Background: an optimization exercise with open tools, aiming at small area. Do not read the settings as production practice.
In this exercise RTL edits were held to simulation tests only and were not proved equivalent to the original.
No activity file was given, so power comes from the tool's default toggle rates.

==> inputs of run C <==
// distance_block
module distance_block (
  input  logic        clk,
  input  logic        resetN,
  input  logic [10:0] offsetX,
  input  logic [10:0] offsetY,
  input  logic        InsideRectangle,
  input  logic        load_en,
  input  logic        count_en,
  input  logic        slow_pulse,
  input  logic        up_is_pressed,
  input  logic        player_move,
  input  logic        restart_enable,
  input  logic        enter_is_pressed,
  output logic [3:0]  thousands,
  output logic [3:0]  hundreds,
  output logic [3:0]  tens,
  output logic [3:0]  units,
  output logic        dist_end,
  output logic        drawingRequest,
  output logic [7:0]  RGBout
);
  distance_counter u_counter (
    .clk              (clk),
    .resetN           (resetN),
    .one_sec          (1'b0),
    .load_en          (load_en),
    .count_en         (count_en),
    .slow_pulse       (slow_pulse),
    .up_is_pressed    (up_is_pressed),
    .player_move      (player_move),
    .restart_enable   (restart_enable),
    .enter_is_pressed (enter_is_pressed),
    .thousands        (thousands),
    .hundreds         (hundreds),
    .tens             (tens),
    .units            (units),
    .dist_end         (dist_end)
  );
  distance_digit u_digit (
    .clk             (clk),
    .resetN          (resetN),
    .offsetX         (offsetX),
    .offsetY         (offsetY),
    .InsideRectangle (InsideRectangle),
    .thousands       (thousands),
    .hundreds        (hundreds),
    .tens            (tens),
    .units           (units),
    .drawingRequest  (drawingRequest),
    .RGBout          (RGBout)
  );
endmodule
export LEC_CHECK = 0
export ABC_AREA = 1
export CAP_MARGIN = 20
export CORE_MARGIN = 2
export CORE_UTILIZATION = 70
export SLEW_MARGIN = 20
create_clock -name core_clock -period 50.0 [get_ports {clk}]
standard.sh (not shown) runs the stock make flow with config.mk's settings and CLKGATE_MAP_FILE= SYNTH_SCRIPT=/design/flow/synth_recipe.tcl, a recipe that flattens the netlist after the stock synthesis.
==> flow/flow/run.sh <==
#!/bin/bash
# Layout flow: the standard flow (standard.sh), with one change in
# synthesis: ORFS's synth.tcl maps the logic with flow/abc_map.script (an
# area-only ABC mapping) instead of ORFS's abc_area/abc_speed script.
# Everything else -- the synthesis passes, register mapping, flattening,
# renaming, floorplan, placement, CTS, routing -- is the standard flow.
set -euo pipefail
HERE=$(pwd)

# ORFS's synth.tcl with the ABC call pointed at our script
sed 's|log_cmd abc {\*}$abc_args|log_cmd abc -script '"$HERE"'/flow/abc_map.script {*}[lrange $abc_args 2 end]|' \
  "$FLOW_HOME/scripts/synth.tcl" > "$HERE/flow_synth.tcl"
grep -q 'flow/abc_map.script' "$HERE/flow_synth.tcl"

# The standard flow's synthesis script, sourcing that copy
sed 's|\$::env(SCRIPTS_DIR)/synth.tcl|'"$HERE"'/flow_synth.tcl|' synth_recipe.tcl > "$HERE/flow_synth_recipe.tcl"
grep -q 'flow_synth.tcl' "$HERE/flow_synth_recipe.tcl"

bash standard.sh SYNTH_SCRIPT="$HERE/flow_synth_recipe.tcl" finish > "$HERE/flow_make.log" 2>&1
==> flow/flow/abc_map.script <==
strash
dch -f
map -a
topo
==> inputs of run A, as changes to run C <==
==> flow/run.sh (new file) <==
#!/bin/bash
# synth_recipe.tcl (not shown) runs the flow's synth.tcl, then flattens the netlist and writes it again
# the make line also repeats each setting of config.mk as NAME=value (left out here)
make -C /OpenROAD-flow-scripts/flow DESIGN_CONFIG=/design/flow/config.mk WORK_HOME=/design/flow/orfs CLKGATE_MAP_FILE= SYNTH_SCRIPT=/design/flow/synth_recipe.tcl finish
Settings changed: CORE_UTILIZATION 70 to 40.
removed: flow/flow/run.sh
removed: flow/flow/abc_map.script
removed: flow/standard.sh
==> qor summary <==
| metric | run A | run C |
|---|---|---|
| Cell taking the most area after synthesis | sky130_fd_sc_hd__nand2_1 | sky130_fd_sc_hd__nor2_1 |
| Mean instance size in the synthesized netlist | 5.234 um2 | 5.588 um2 |
| Cell Rows | 38 | 26 |
| Most instantiated library cell after synthesis | sky130_fd_sc_hd__nand2_1 | sky130_fd_sc_hd__nor2_1 |
| Compound-cell area share of the yosys netlist | 0.1806 | 0.3519 |
| Height of the chip | 108.5 um | 75.70 um |
| Number of instances in the placed design | 997 | 756 |
| Status | timing/DRC/antenna clean | stopped before the end |
| Last stage reached | - | global routing (5_1_grt) |
| Place WS | 34.90 ns | 33.27 ns |
| Global placement routability congestion | 1.101 | 1.561 |
| Adder and majority cell fraction of the synthesized area | 0.07165 | 0.08693 |
| Placed wire-length estimate | 16.17 mm | 11.58 mm |
| Synth cell types | 51 | 36 |
| Share of the synthesized area in the top cell type | 0.2184 | 0.1293 |

========
==> run a <==
Another version of the RTL of distance_block (not shown whole).
==> flow/design.v (excerpt) <==
module distance_block (
  input  logic        clk,
  input  logic        resetN,
  input  logic [10:0] offsetX,
  input  logic [10:0] offsetY,
  input  logic        InsideRectangle,
  input  logic        load_en,
  input  logic        count_en,
  input  logic        slow_pulse,
  input  logic        up_is_pressed,
  input  logic        player_move,
  input  logic        restart_enable,
  input  logic        enter_is_pressed,
  output logic [3:0]  thousands,
  output logic [3:0]  hundreds,
  output logic [3:0]  tens,
  output logic [3:0]  units,
  output logic        dist_end,
  output logic        drawingRequest,
  output logic [7:0]  RGBout
);
Settings: LEC_CHECK=0, ABC_AREA=1, CAP_MARGIN=0, CORE_MARGIN=2, CORE_UTILIZATION=38, CTS_BUF_LIST=sky130_fd_sc_hd__clkbuf_4, GPL_TIMING_DRIVEN=0, SLEW_MARGIN=0; clock period 50.0 ns.
==> flow/flow/run.sh <==
#!/bin/bash
# Layout flow: the standard flow (standard.sh), with one change in
# synthesis: ORFS's synth.tcl maps the logic with flow/abc_map.script (an
# area-oriented ABC mapping: &dch, then &nf with area recovery) instead of
# ORFS's abc_area/abc_speed script.
# The port buffers that placement adds are buf_1 cells (buffer_ports
# -buffer_cell) instead of the cell buffer_ports picks by itself.
# ADDER_MAP_FILE is left empty, so synthesis skips the half/full adder
# extraction and abc maps that logic with the rest.
# Everything else -- the synthesis passes, register mapping, flattening,
# renaming, floorplan, the rest of placement, CTS, routing -- is the
# standard flow.
set -euo pipefail
HERE=$(pwd)

# ORFS's synth.tcl with the ABC call pointed at our script
sed 's|log_cmd abc {\*}$abc_args|log_cmd abc -script '"$HERE"'/flow/abc_map.script {*}[lrange $abc_args 2 end]|' \
  "$FLOW_HOME/scripts/synth.tcl" > "$HERE/flow_synth.tcl"
grep -q 'flow/abc_map.script' "$HERE/flow_synth.tcl"

# The standard flow's synthesis script, sourcing that copy
sed 's|\$::env(SCRIPTS_DIR)/synth.tcl|'"$HERE"'/flow_synth.tcl|' synth_recipe.tcl > "$HERE/flow_synth_recipe.tcl"
grep -q 'flow_synth.tcl' "$HERE/flow_synth_recipe.tcl"

bash standard.sh SYNTH_SCRIPT="$HERE/flow_synth_recipe.tcl" \
  ADDER_MAP_FILE= BUFFER_PORTS_ARGS="-buffer_cell sky130_fd_sc_hd__buf_1" finish > "$HERE/flow_make.log" 2>&1
==> flow/flow/abc_map.script <==
strash
&get -n
&dch -f
&nf -R 1000 -p -F 8 -A 4 -C 32
&put
==> run b (differences from run a) <==
--- a/flow/config.mk
+++ b/flow/config.mk
@@ -7,8 +7,7 @@
 export LEC_CHECK = 0
 export ABC_AREA = 1
-export CAP_MARGIN = 0
+export CAP_MARGIN = 20
 export CORE_MARGIN = 2
 export CORE_UTILIZATION = 38
 export CTS_BUF_LIST = sky130_fd_sc_hd__clkbuf_4
-export GPL_TIMING_DRIVEN = 0
-export SLEW_MARGIN = 0
+export SLEW_MARGIN = 20
==> qor summary <==
item                                                                                                     run a                    run b
Status                                                                                         failed layout checks  complete, no violations
Violated checks                                                max-capacitance violations, max-slew violations                        -
R2R Path End                                                                            u_digit.drawingRequest       u_counter.h_reg[2]
Via count of the first global-routing pass                                                                3389                     3508
Power in combinational cells                                                                           57.2 µW                  57.5 µW
Clk pwr                                                                                                7.17 µW                  6.97 µW
Power dissipated by switching net loads                                                                46.7 µW                  46.4 µW
Violation count after the first detailed-route iteration                                                   687                      656
Maxcap violations                                                                                            1                        0
Wire length on met2                                                                                    5150 µm                  5060 µm
Number of buffer and inverter stages on the critical path                                                    1                        2
Power Internal                                                                                         32.7 µW                  33.1 µW
Number of iterations in the first detailed-routing pass                                                      7                        8
Sequential power                                                                                       15.1 µW                  15.0 µW
Clock-pin transition on the worst setup and hold timing paths                                           100 ps                    90 ps
Actual slew at the worst max-slew pin                                                                  1590 ps                   948 ps
Via count normalized by instance count                                                                    7.08                     7.16
Clk Latency, worst-skew pair                                                                            300 ps                   290 ps
Longest individual stage delay on the worst path                                                       1120 ps                   720 ps
Share of total power in combinational logic                                                              0.720                    0.723
Switching share of total power                                                                           0.588                    0.584

==> separate check: timing with driven ports <==
The results above use ideal ports. As a check the final layouts listed here were re-extracted and re-timed, cells and wires unchanged.
Step 1: set_driving_cell puts a clkbuf_16 on clk and a buf_2 on each other input, an assumption about the parent block.
Step 2 moves the port delays by t, midway between the first and last clock arrival at a register: inputs arrive t later, outputs are due t later. That takes back most of the time a late clock gives input paths.
Slacks: ideal / step 1 / step 2; pairs: ideal / step 1.
run	shift t [ns]	setup slack, ns	cell pins on the clock port's net
run A of note 1	0.281	34.972 / 34.971 / 34.690	1
run a of note 2	0.310	33.191 / 33.185 / 32.875	1
run b of note 2	0.304	33.595 / 33.588 / 33.283	1
The setup slack of run a of note 2, which loses most, moves by -0.006 ns with the drivers and by -0.316 ns with both steps.
